Context: an optimization exercise on an open-source flow, tuned for small area and a short achievable clock period. The choices shown serve that exercise and are no tape-out recipe. Only simulation tests tie the RTL to the original design; equivalence was not proved.

## EdgeRasterizer
module EdgeRasterizer(clock,
						in_sig_start_new_triangle,
						in_sig_get_boundary_coords,
						in_sig_form_edges,
						in_sig_pixel_loop_setup,
						in_sig_rasterize_pixels,
						in_v0_screen_x, in_v0_screen_y,
						in_v1_screen_x, in_v1_screen_y,
						in_v2_screen_x, in_v2_screen_y,
						in_v0_depth, in_v1_depth, in_v2_depth,
						in_color,
						out_sig_rasterize_write_pixel,
						out_sig_rasterize_done,
						out_pixel_x, out_pixel_y,
						out_pixel_depth,
						out_pixel_color);
Settings: LEC_CHECK=0, CAP_MARGIN=20, CORE_MARGIN=2, CORE_UTILIZATION=40, SLEW_MARGIN=45; clock period 28.0 ns.
run.sh (not shown) runs the stock make flow with config.mk's settings and CLKGATE_MAP_FILE= SYNTH_SCRIPT=/design/flow/synth_recipe.tcl, a recipe that flattens the netlist after the stock synthesis.
Edit:
--- a/flow/design.v
+++ b/flow/design.v
@@ -926,26 +926,26 @@
 		end
 		if (st | bd | fe)
 			r4 <= st ? in_v2_screen_x : ph_a ? xj : x;
 		if (ph_a | rs) begin
 			x <= ph_a ? mnx : nx;
 			y <= ph_a ? mny : yi;
 		end
 		if (ph_a | ls) begin
 			p1l <= ph_a ? a1[8:0] : m1v;
 			p2l <= ph_a ? a2[8:0] : m2v;
 		end
 		if (ph_a | fe | ls | (rs & ~hold)) begin
-			e1 <= (ph_a | ph_b) ? (ph_a ? b2 : xd) : e1n;
-			e2 <= (ph_a | ph_b) ? (ph_a ? b1 : xd) : e2n;
+			e1 <= ph_a ? b2 : ph_b ? xd : e1n;
+			e2 <= ph_a ? b1 : ph_b ? xd : e2n;
 		end
 		if (ph_b | ls | (rs & wrap)) begin
 			rs1 <= e1n;
 			rs2 <= e2n;
 		end
 		if (ls | rs) begin
 			nsel <= ~ph_c & wrap;
 			nincx <= ~ph_c & ~atx;
 			nincy <= ~ph_c & wrap;
 			natx <= ph_c ? x == max_x : hold | (wrap ? w0 : nx1_max);
 			naty <= ph_c ? y == r5 : wrap ? yi1_max : naty;
 		end
After rerunning: Utilization grows by 0.35 points. Wire length increases by 3.6%. Setup slack improved by 72 ps. Cell count came out higher by 2.2%. Count of clock-buffer cells in the layout came out lower by 2. Via count rose by 2.1%.

========
EdgeRasterizer, a different RTL version from the one above (not shown whole).
For scale: roughly 3100 cells after synthesis.
==> flow/config.mk <==
export PLATFORM = sky130hd
export DESIGN_NAME = EdgeRasterizer
export DESIGN_NICKNAME = EdgeRasterizer
export VERILOG_FILES = /design/flow/design.v
export SDC_FILE = /design/flow/constraint.sdc
export NUM_CORES = 4
export LEC_CHECK = 0
export CAP_MARGIN = 20
export CORE_MARGIN = 2
export CORE_UTILIZATION = 40
export SLEW_MARGIN = 20
==> flow/constraint.sdc <==
create_clock -name core_clock -period 28.0 [get_ports {clock}]
set_input_delay 5.6000 -clock core_clock [delete_from_list [all_inputs] [get_ports {clock}]]
set_output_delay 5.6000 -clock core_clock [all_outputs]
set_load 0.01 [all_outputs]
Change:
--- a/flow/design.v
+++ b/flow/design.v
@@ -808,19 +808,21 @@
 	wire [15:0] s2v = {m2t_s345, m2t_s343, m2t_s341, m2t_s339, m2t_s337, m2t_s335, m2t_s333, m2t_s331, m2t_s329, m2t_s327, m2t_s325, m2t_s323, m2t_s321, m2t_s319, m2t_p2, m2t_p1};
 	wire [15:0] c2v = {m2t_c344, m2t_c342, m2t_c340, m2t_c338, m2t_c336, m2t_c334, m2t_c332, m2t_c330, m2t_c328, m2t_c326, m2t_c324, m2t_c322, m2t_c320, m2t_p32, m2t_p17, 1'b0};
 	wire [15:0] area_c;
 	wire area_cc;
 	EdgeRasterizer_add16 u_area(e1, ~e2, 1'b1, area_c, area_cc);
 	wire [15:0] u1 = (ph_c & j1) ? area_c : 16'd0;
 	wire [15:0] f1s = s1v ^ c1v ^ u1;
 	wire [15:0] f1c = (s1v & c1v) | (s1v & u1) | (c1v & u1);
+	wire [15:0] res1 = f1s + {f1c[14:0], 1'b0};
 	wire [15:0] u2 = (ph_c & j2) ? area_c : 16'd0;
 	wire [15:0] f2s = s2v ^ c2v ^ u2;
 	wire [15:0] f2c = (s2v & c2v) | (s2v & u2) | (c2v & u2);
+	wire [15:0] res2 = f2s + {f2c[14:0], 1'b0};
 	wire [15:0] xd;
 	wire xd_c;
 	EdgeRasterizer_add16 u_xd(x, ~r4, 1'b1, xd, xd_c);
 	wire [7:0] inv = (area_c[15:8] != 8'd0 || area_c[7:0] == 8'd0) ? 8'd0 :
 		(area_c[7:0] <= 8'd1) ? 8'd128 :
 		(area_c[7:0] <= 8'd2) ? 8'd64 :
 		(area_c[7:0] <= 8'd3) ? 8'd42 :
 		(area_c[7:0] <= 8'd4) ? 8'd32 :
@@ -838,39 +840,33 @@
 		(area_c[7:0] <= 8'd21) ? 8'd6 :
 		(area_c[7:0] <= 8'd25) ? 8'd5 :
 		(area_c[7:0] <= 8'd32) ? 8'd4 :
 		(area_c[7:0] <= 8'd42) ? 8'd3 :
 		(area_c[7:0] <= 8'd64) ? 8'd2 :
 		(area_c[7:0] <= 8'd128) ? 8'd1 : 8'd0;
 	wire [8:0] dd1 = {7'd0, dep1} - {7'd0, dep0};
 	wire [8:0] dd2 = {7'd0, dep2} - {7'd0, dep0};
-	wire [15:0] z0s = area ^ ~e1 ^ ~e2;
-	wire [15:0] z0c = (area & ~e1) | (area & ~e2) | (~e1 & ~e2);
-	wire [15:0] e0;
-	wire e0_c;
-	EdgeRasterizer_add16 u_e0(z0s, {z0c[14:0], 1'b1}, 1'b1, e0, e0_c);
+	wire [15:0] e0 = area - e1 - e2;
 	wire in_tri = ~e0[15] & ~e1[15] & ~e2[15];
 	wire [8:0] t1 = s1v[8:0] + c1v[8:0];
 	wire [8:0] t2 = s2v[8:0] + c2v[8:0];
 	wire [10:0] dsum = {2'b00, t1} + {2'b00, t2} + {2'b00, dep0, 1'b1, 6'd0};
 	wire [1:0] dq = (dsum[10:9] != 2'b00) ? 2'b11 : dsum[8:7];
 	wire [15:0] xi, yi;
 	wire xi_c, yi_c;
 	EdgeRasterizer_add16 u_xi(x, 16'd0, nincx, xi, xi_c);
 	EdgeRasterizer_add16 u_yi(y, 16'd0, nincy, yi, yi_c);
 	wire [15:0] nx = nsel ? r4 : xi;
 	wire atx = (nx == max_x);
 	wire aty = (yi == r5);
-	wire [15:0] ea1 = setup_bc ? f1s : atx ? rs1 : e1;
-	wire [15:0] eb1 = setup_bc ? {f1c[14:0], 1'b0} : atx ? r2 : r0;
-	wire [15:0] ea2 = setup_bc ? f2s : atx ? rs2 : e2;
-	wire [15:0] eb2 = setup_bc ? {f2c[14:0], 1'b0} : atx ? r3 : r1;
-	wire [15:0] e1n = ea1 + eb1;
-	wire [15:0] e2n = ea2 + eb2;
+	wire [15:0] e1n, e2n;
+	wire e1n_c, e2n_c;
+	EdgeRasterizer_add16 u_e1(atx ? rs1 : e1, atx ? r2 : r0, 1'b0, e1n, e1n_c);
+	EdgeRasterizer_add16 u_e2(atx ? rs2 : e2, atx ? r3 : r1, 1'b0, e2n, e2n_c);
 	wire hold = atx & aty;
 	wire wrap = atx & ~aty;
 	reg [1:0] od;
 	reg wr, dn;
 	always @(posedge clock) begin
 		if (st) begin
 			dep0 <= in_v0_depth;
 			dep1 <= in_v1_depth;
@@ -898,22 +894,22 @@
 			y <= ph_a ? mny : yi;
 		end
 		if (ls) begin
 			area <= area_c;
 			m1 <= dd1 * {1'b0, inv};
 			m2 <= dd2 * {1'b0, inv};
 		end
 		if (fe | ls | (rs & ~hold)) begin
-			e1 <= e1n;
-			e2 <= e2n;
+			e1 <= setup_bc ? res1 : e1n;
+			e2 <= setup_bc ? res2 : e2n;
 		end
 		if (ls | (rs & wrap)) begin
-			rs1 <= e1n;
-			rs2 <= e2n;
+			rs1 <= ph_c ? res1 : e1n;
+			rs2 <= ph_c ? res2 : e2n;
 		end
 		if (ls | rs) begin
 			nsel <= ~ph_c & wrap;
 			nincx <= ~ph_c & ~atx;
 			nincy <= ~ph_c & wrap;
 		end
 		od <= dq;
 		wr <= rs & in_tri;
What happened: Utilization barely changes; sequential share of layout area fell by 1.0 points; first-iteration DRC count came out lower by 6.9%; routed wire length came out higher by 1.7%; worst hold slack loses 0.013 ns; final cell count increases by 4.6%; area after synthesis is higher by 4.2%; setup slack is better by 0.16 ns; final area rises by 4.4%; global-route usage fell by 0.37 points.

========
EdgeRasterizer, a different RTL version from the one above (not shown whole).
Size in the first run: about 180 I/O pins, about 0.033 mm² of cells after synthesis.
Design EdgeRasterizer, start of the top module:
module EdgeRasterizer(clock,
						in_sig_start_new_triangle,
						in_sig_get_boundary_coords,
						in_sig_form_edges,
						in_sig_pixel_loop_setup,
						in_sig_rasterize_pixels,
						in_v0_screen_x, in_v0_screen_y,
						in_v1_screen_x, in_v1_screen_y,
						in_v2_screen_x, in_v2_screen_y,
						in_v0_depth, in_v1_depth, in_v2_depth,
						in_color,
						out_sig_rasterize_write_pixel,
						out_sig_rasterize_done,
						out_pixel_x, out_pixel_y,
						out_pixel_depth,
						out_pixel_color);
Settings: LEC_CHECK=0, CAP_MARGIN=20, CORE_MARGIN=2, CORE_UTILIZATION=40, SLEW_MARGIN=20; clock period 28.0 ns.
The first run completed without violations.
Edit:
--- a/flow/design.v
+++ b/flow/design.v
@@ -75,20 +75,19 @@
 	end
 	reg [15:0] r0, r1, r2, r3, r4, r5;
 	reg [1:0] dep0, dep1, dep2;
 	reg [15:0] color;
 	reg [15:0] max_x;		 
 	reg [15:0] x, y;
 	reg [15:0] area;
 	reg [15:0] e1, e2;
 	reg [15:0] rs1, rs2;	 
-	reg [8:0] p1l, p2l;	 
-	reg [15:0] q1r, q2r;	 
+	reg [8:0] m1, m2;
 	reg j1, j2;
 	reg nsel, nincx, nincy;	 
 	reg natx, naty;		 
 	reg w0, h0;		 
 	wire [15:0] vx0 = r0, vy0 = r1, vx1 = r2, vy1 = r3, vx2 = r4, vy2 = r5;
 	wire [15:0] a1, a2, b1, b2;
 	wire ca1, ca2, cb1, cb2;	 
 	EdgeRasterizer_add16 u_a1(vy2, ~vy0, 1'b1, a1, ca1);	 
 	EdgeRasterizer_add16 u_a2(vy0, ~vy1, 1'b1, a2, ca2);	 
@@ -116,22 +115,22 @@
 	genvar gi;
 	generate
 		for (gi = 1; gi < 16; gi = gi + 1) begin : dec
 			assign mxx_z[gi] = ~|mxx[gi - 1:0];
 			assign mxy_z[gi] = ~|mxy[gi - 1:0];
 		end
 	endgenerate
 	wire [15:0] mxx_m1 = mxx ^ mxx_z;
 	wire [15:0] mxy_m1 = mxy ^ mxy_z;
-	wire [15:0] p1 = {r0[15:9], p1l};
-	wire [15:0] p2 = {r1[15:9], p2l};
-	wire [15:0] q1 = q1r;
-	wire [15:0] q2 = q2r;
+	wire [15:0] p1 = {r0[15:9], setup_bc ? r0[8:0] : m1};
+	wire [15:0] p2 = {r1[15:9], setup_bc ? r1[8:0] : m2};
+	wire [15:0] q1 = ph_b ? r3 : {r4[15:9], ph_c ? r4[8:0] : e1[8:0]};
+	wire [15:0] q2 = ph_b ? r2 : {r4[15:9], ph_c ? r4[8:0] : e2[8:0]};
 	wire m1t_p1 = p1[0] & q1[0];
 	wire m1t_p2 = p1[1] & q1[0];
 	wire m1t_p3 = p1[2] & q1[0];
 	wire m1t_p4 = p1[3] & q1[0];
 	wire m1t_p5 = p1[4] & q1[0];
 	wire m1t_p6 = p1[5] & q1[0];
 	wire m1t_p7 = p1[6] & q1[0];
 	wire m1t_p8 = p1[7] & q1[0];
 	wire m1t_p9 = p1[8] & q1[0];
@@ -887,40 +886,35 @@
 		if (st | bd) begin
 			r0 <= st ? in_v0_screen_x : a1;
 			r1 <= st ? in_v0_screen_y : a2;
 			r5 <= st ? in_v2_screen_y : mxy_m1;
 		end
 		if (st | bd) begin
 			r2 <= st ? in_v1_screen_x : b1;
 			r3 <= st ? in_v1_screen_y : b2;
 		end
-		if (st | bd | fe)
-			r4 <= st ? in_v2_screen_x : ph_a ? xj : x;
+		if (st | bd | fe | ls)
+			r4 <= st ? in_v2_screen_x : ph_a ? xj : ph_b ? xd : x;
 		if (bd) begin
 			max_x <= mxx_m1;
 			w0 <= mnx == mxx;
 			h0 <= mny == mxy;
 			j1 <= iy1;
 			j2 <= ~iy0 & ~iy1;
 		end
 		if (bd | rs) begin
 			x <= ph_a ? mnx : nx;
 			y <= ph_a ? mny : yi;
 		end
-		if (ls)
+		if (ls) begin
 			area <= area_c;
-		if (bd | ls) begin
-			p1l <= ph_a ? a1[8:0] : dd1 * {1'b0, inv};
-			p2l <= ph_a ? a2[8:0] : dd2 * {1'b0, inv};
-		end
-		if (bd | fe | ls | (rs & ~hold)) begin
-			q1r <= ph_a ? b2 : ph_b ? xd : e1n;
-			q2r <= ph_a ? b1 : ph_b ? xd : e2n;
+			m1 <= dd1 * {1'b0, inv};
+			m2 <= dd2 * {1'b0, inv};
 		end
 		if (fe | ls | (rs & ~hold)) begin
 			e1 <= e1n;
 			e2 <= e2n;
 		end
 		if (ls | (rs & wrap)) begin
 			rs1 <= e1n;
 			rs2 <= e2n;
 		end
Result: Via count shrinks by 5.1%. Worst hold slack got worse by 0.015 ns. First-iteration DRC count shrinks by 23%. Critical path depth shrinks by 5. Setup slack got worse by 0.24 ns. Final area shrinks by 3.9%. Core utilization grows by 0.52 points. Maximum frequency shrinks by 3.1%. Final cell count shrinks by 2.0%. Non-clock buffer count grows by 20.

========
north:
Another version of the RTL of EdgeRasterizer (not shown whole).
For scale: about 3,500 cells after synthesis, about 280 flip-flops, about 180 I/O pins, about 0.032 mm^2 of cells after synthesis.
Settings: LEC_CHECK=0, CAP_MARGIN=20, CORE_MARGIN=2, CORE_UTILIZATION=40, SLEW_MARGIN=20; clock period 28.0 ns.
For south, these inputs were changed with respect to north:
diff --git a/flow/design.v b/flow/design.v
--- a/flow/design.v
+++ b/flow/design.v
@@ -72,15 +72,15 @@
 			ph_c <= fe;
 			setup_bc <= bd | fe;
 		end
 	end
 	reg [15:0] r0, r1, r2, r3, r4, r5;
 	reg [1:0] dep0, dep1, dep2;
 	reg [15:0] color;
-	reg [15:0] max_x;		 
+	reg [15:0] max_x;
 	reg [15:0] x, y;
 	reg [15:0] area;
 	reg [15:0] e1, e2;
 	reg [15:0] rs1, rs2;	 
 	reg [8:0] p1l, p2l;	 
 	reg j1, j2;
 	reg nsel, nincx, nincy;	 
@@ -105,26 +105,14 @@
 	wire kx0 = x10 & x20, kx1 = x01 & x21;		 
 	wire ky0 = y10 & y20, ky1 = y01 & y21;		 
 	wire [15:0] mnx = ix0 ? vx0 : ix1 ? vx1 : vx2;
 	wire [15:0] mny = iy0 ? vy0 : iy1 ? vy1 : vy2;
 	wire [15:0] mxx = kx0 ? vx0 : kx1 ? vx1 : vx2;
 	wire [15:0] mxy = ky0 ? vy0 : ky1 ? vy1 : vy2;
 	wire [15:0] xj = iy0 ? vx0 : iy1 ? vx1 : vx2;
-	wire [15:0] mxx_z, mxy_z;	 
-	assign mxx_z[0] = 1'b1;
-	assign mxy_z[0] = 1'b1;
-	genvar gi;
-	generate
-		for (gi = 1; gi < 16; gi = gi + 1) begin : dec
-			assign mxx_z[gi] = ~|max_x[gi - 1:0];
-			assign mxy_z[gi] = ~|r5[gi - 1:0];
-		end
-	endgenerate
-	wire [15:0] mxx_m1 = max_x ^ mxx_z;
-	wire [15:0] mxy_m1 = r5 ^ mxy_z;
 	wire [15:0] p1 = {r0[15:9], p1l};
 	wire [15:0] p2 = {r1[15:9], p2l};
 	wire [15:0] q1 = e1;
 	wire [15:0] q2 = e2;
 	wire m1t_p1 = p1[0] & q1[0];
 	wire m1t_p2 = p1[1] & q1[0];
 	wire m1t_p3 = p1[2] & q1[0];
@@ -890,14 +878,17 @@
 	wire [8:0] t2 = s2v[8:0] + c2v[8:0];
 	wire [10:0] dsum = {2'b00, t1} + {2'b00, t2} + {2'b00, dep0, 1'b1, 6'd0};
 	wire [1:0] dq = (dsum[10:9] != 2'b00) ? 2'b11 : dsum[8:7];
 	wire [15:0] xi = x + {15'd0, nincx};
 	wire [15:0] yi = y + {15'd0, nincy};
 	wire [15:0] nx = nsel ? r4 : xi;
 	wire atx = natx;
+	wire [15:0] nxn = ~nx, yin = ~yi;
+	wire nx1_max = (max_x ^ nxn) == {max_x[14:0] | nxn[14:0], 1'b0};
+	wire yi1_max = (r5 ^ yin) == {r5[14:0] | yin[14:0], 1'b0};
 	wire aty = naty;
 	wire [15:0] ea1 = setup_bc ? f1s : atx ? rs1 : e1;
 	wire [15:0] eb1 = setup_bc ? {f1c[14:0], 1'b0} : atx ? r2 : r0;
 	wire [15:0] ea2 = setup_bc ? f2s : atx ? rs2 : e2;
 	wire [15:0] eb2 = setup_bc ? {f2c[14:0], 1'b0} : atx ? r3 : r1;
 	wire [15:0] e1n = ea1 + eb1;
 	wire [15:0] e2n = ea2 + eb2;
@@ -913,51 +904,49 @@
 			color <= in_color;
 		end
 		if (st | bd) begin
 			r0 <= st ? in_v0_screen_x : a1;
 			r1 <= st ? in_v0_screen_y : a2;
 			r2 <= bd ? b1 : in_v1_screen_x;
 			r3 <= bd ? b2 : in_v1_screen_y;
+			r5 <= bd ? mxy : in_v2_screen_y;
 		end
-		if (st | bd | ls)
-			r5 <= st ? in_v2_screen_y : ph_a ? mxy : mxy_m1;	 
-		if (bd | ls)
-			max_x <= ph_a ? mxx : mxx_m1;	 
-		if (ls)
-			w0 <= x == max_x;
-		if (st | bd | fe)
-			r4 <= st ? in_v2_screen_x : ph_a ? xj : x;
-		if (bd) begin
+		if (ph_a) begin
+			max_x <= mxx;
 			j1 <= iy1;
 			j2 <= ~iy0 & ~iy1;
 		end
-		if (bd | rs) begin
+		if (ph_c) begin
+			w0 <= x == max_x;
+			area <= area_c;
+		end
+		if (st | bd | fe)
+			r4 <= st ? in_v2_screen_x : ph_a ? xj : x;
+		if (ph_a | rs) begin
 			x <= ph_a ? mnx : nx;
 			y <= ph_a ? mny : yi;
 		end
-		if (ls)
-			area <= area_c;
-		if (bd | ls) begin
+		if (ph_a | ls) begin
 			p1l <= ph_a ? a1[8:0] : m1v;
 			p2l <= ph_a ? a2[8:0] : m2v;
 		end
-		if (bd | fe | ls | (rs & ~hold)) begin
+		if (ph_a | fe | ls | (rs & ~hold)) begin
 			e1 <= ph_a ? b2 : ph_b ? xd : e1n;
 			e2 <= ph_a ? b1 : ph_b ? xd : e2n;
 		end
-		if (fe | ls | (rs & wrap)) begin
+		if (ph_b | ls | (rs & wrap)) begin
 			rs1 <= e1n;
 			rs2 <= e2n;
 		end
 		if (ls | rs) begin
 			nsel <= ~ph_c & wrap;
 			nincx <= ~ph_c & ~atx;
 			nincy <= ~ph_c & wrap;
-			natx <= ph_c ? x == max_x : hold | (wrap ? w0 : nx == max_x);
-			naty <= ph_c ? y == r5 : wrap ? yi == r5 : naty;
+			natx <= ph_c ? x == max_x : hold | (wrap ? w0 : nx1_max);
+			naty <= ph_c ? y == r5 : wrap ? yi1_max : naty;
 		end
 		od <= dq;
 		wr <= rs & in_tri;
 		dn <= rs & hold;
 	end
 	assign out_sig_rasterize_write_pixel = wr;
 	assign out_sig_rasterize_done = dn;
Findings:
south ran to completion and came out clean on the timing, design-rule and antenna checks.
north finished all stages; the layout is clean.
south ends up with a met3 capacity usage during global routing that is 0.43 points lower than in north.
The CTS clock-pin slew for the worst setup and hold paths was comparable across north and south.
south vs. north: net count of the mapped netlist now sits lower, data arrival time of the critical path decreased by 6.41 ns relative to the old numbers.
Diff north -> south | setup slack | increase of 0.63 ns
Footprint of the multi-input gates: north and south compared, higher one is north
Cmp north and south / number of antenna violations at the first check in global routing / higher: north
sky130_fd_sc_hd__clkdlybuf4s50_1 as the slowest cell on the critical path was reported by south, and sky130_fd_sc_hd__or2_2 by north.
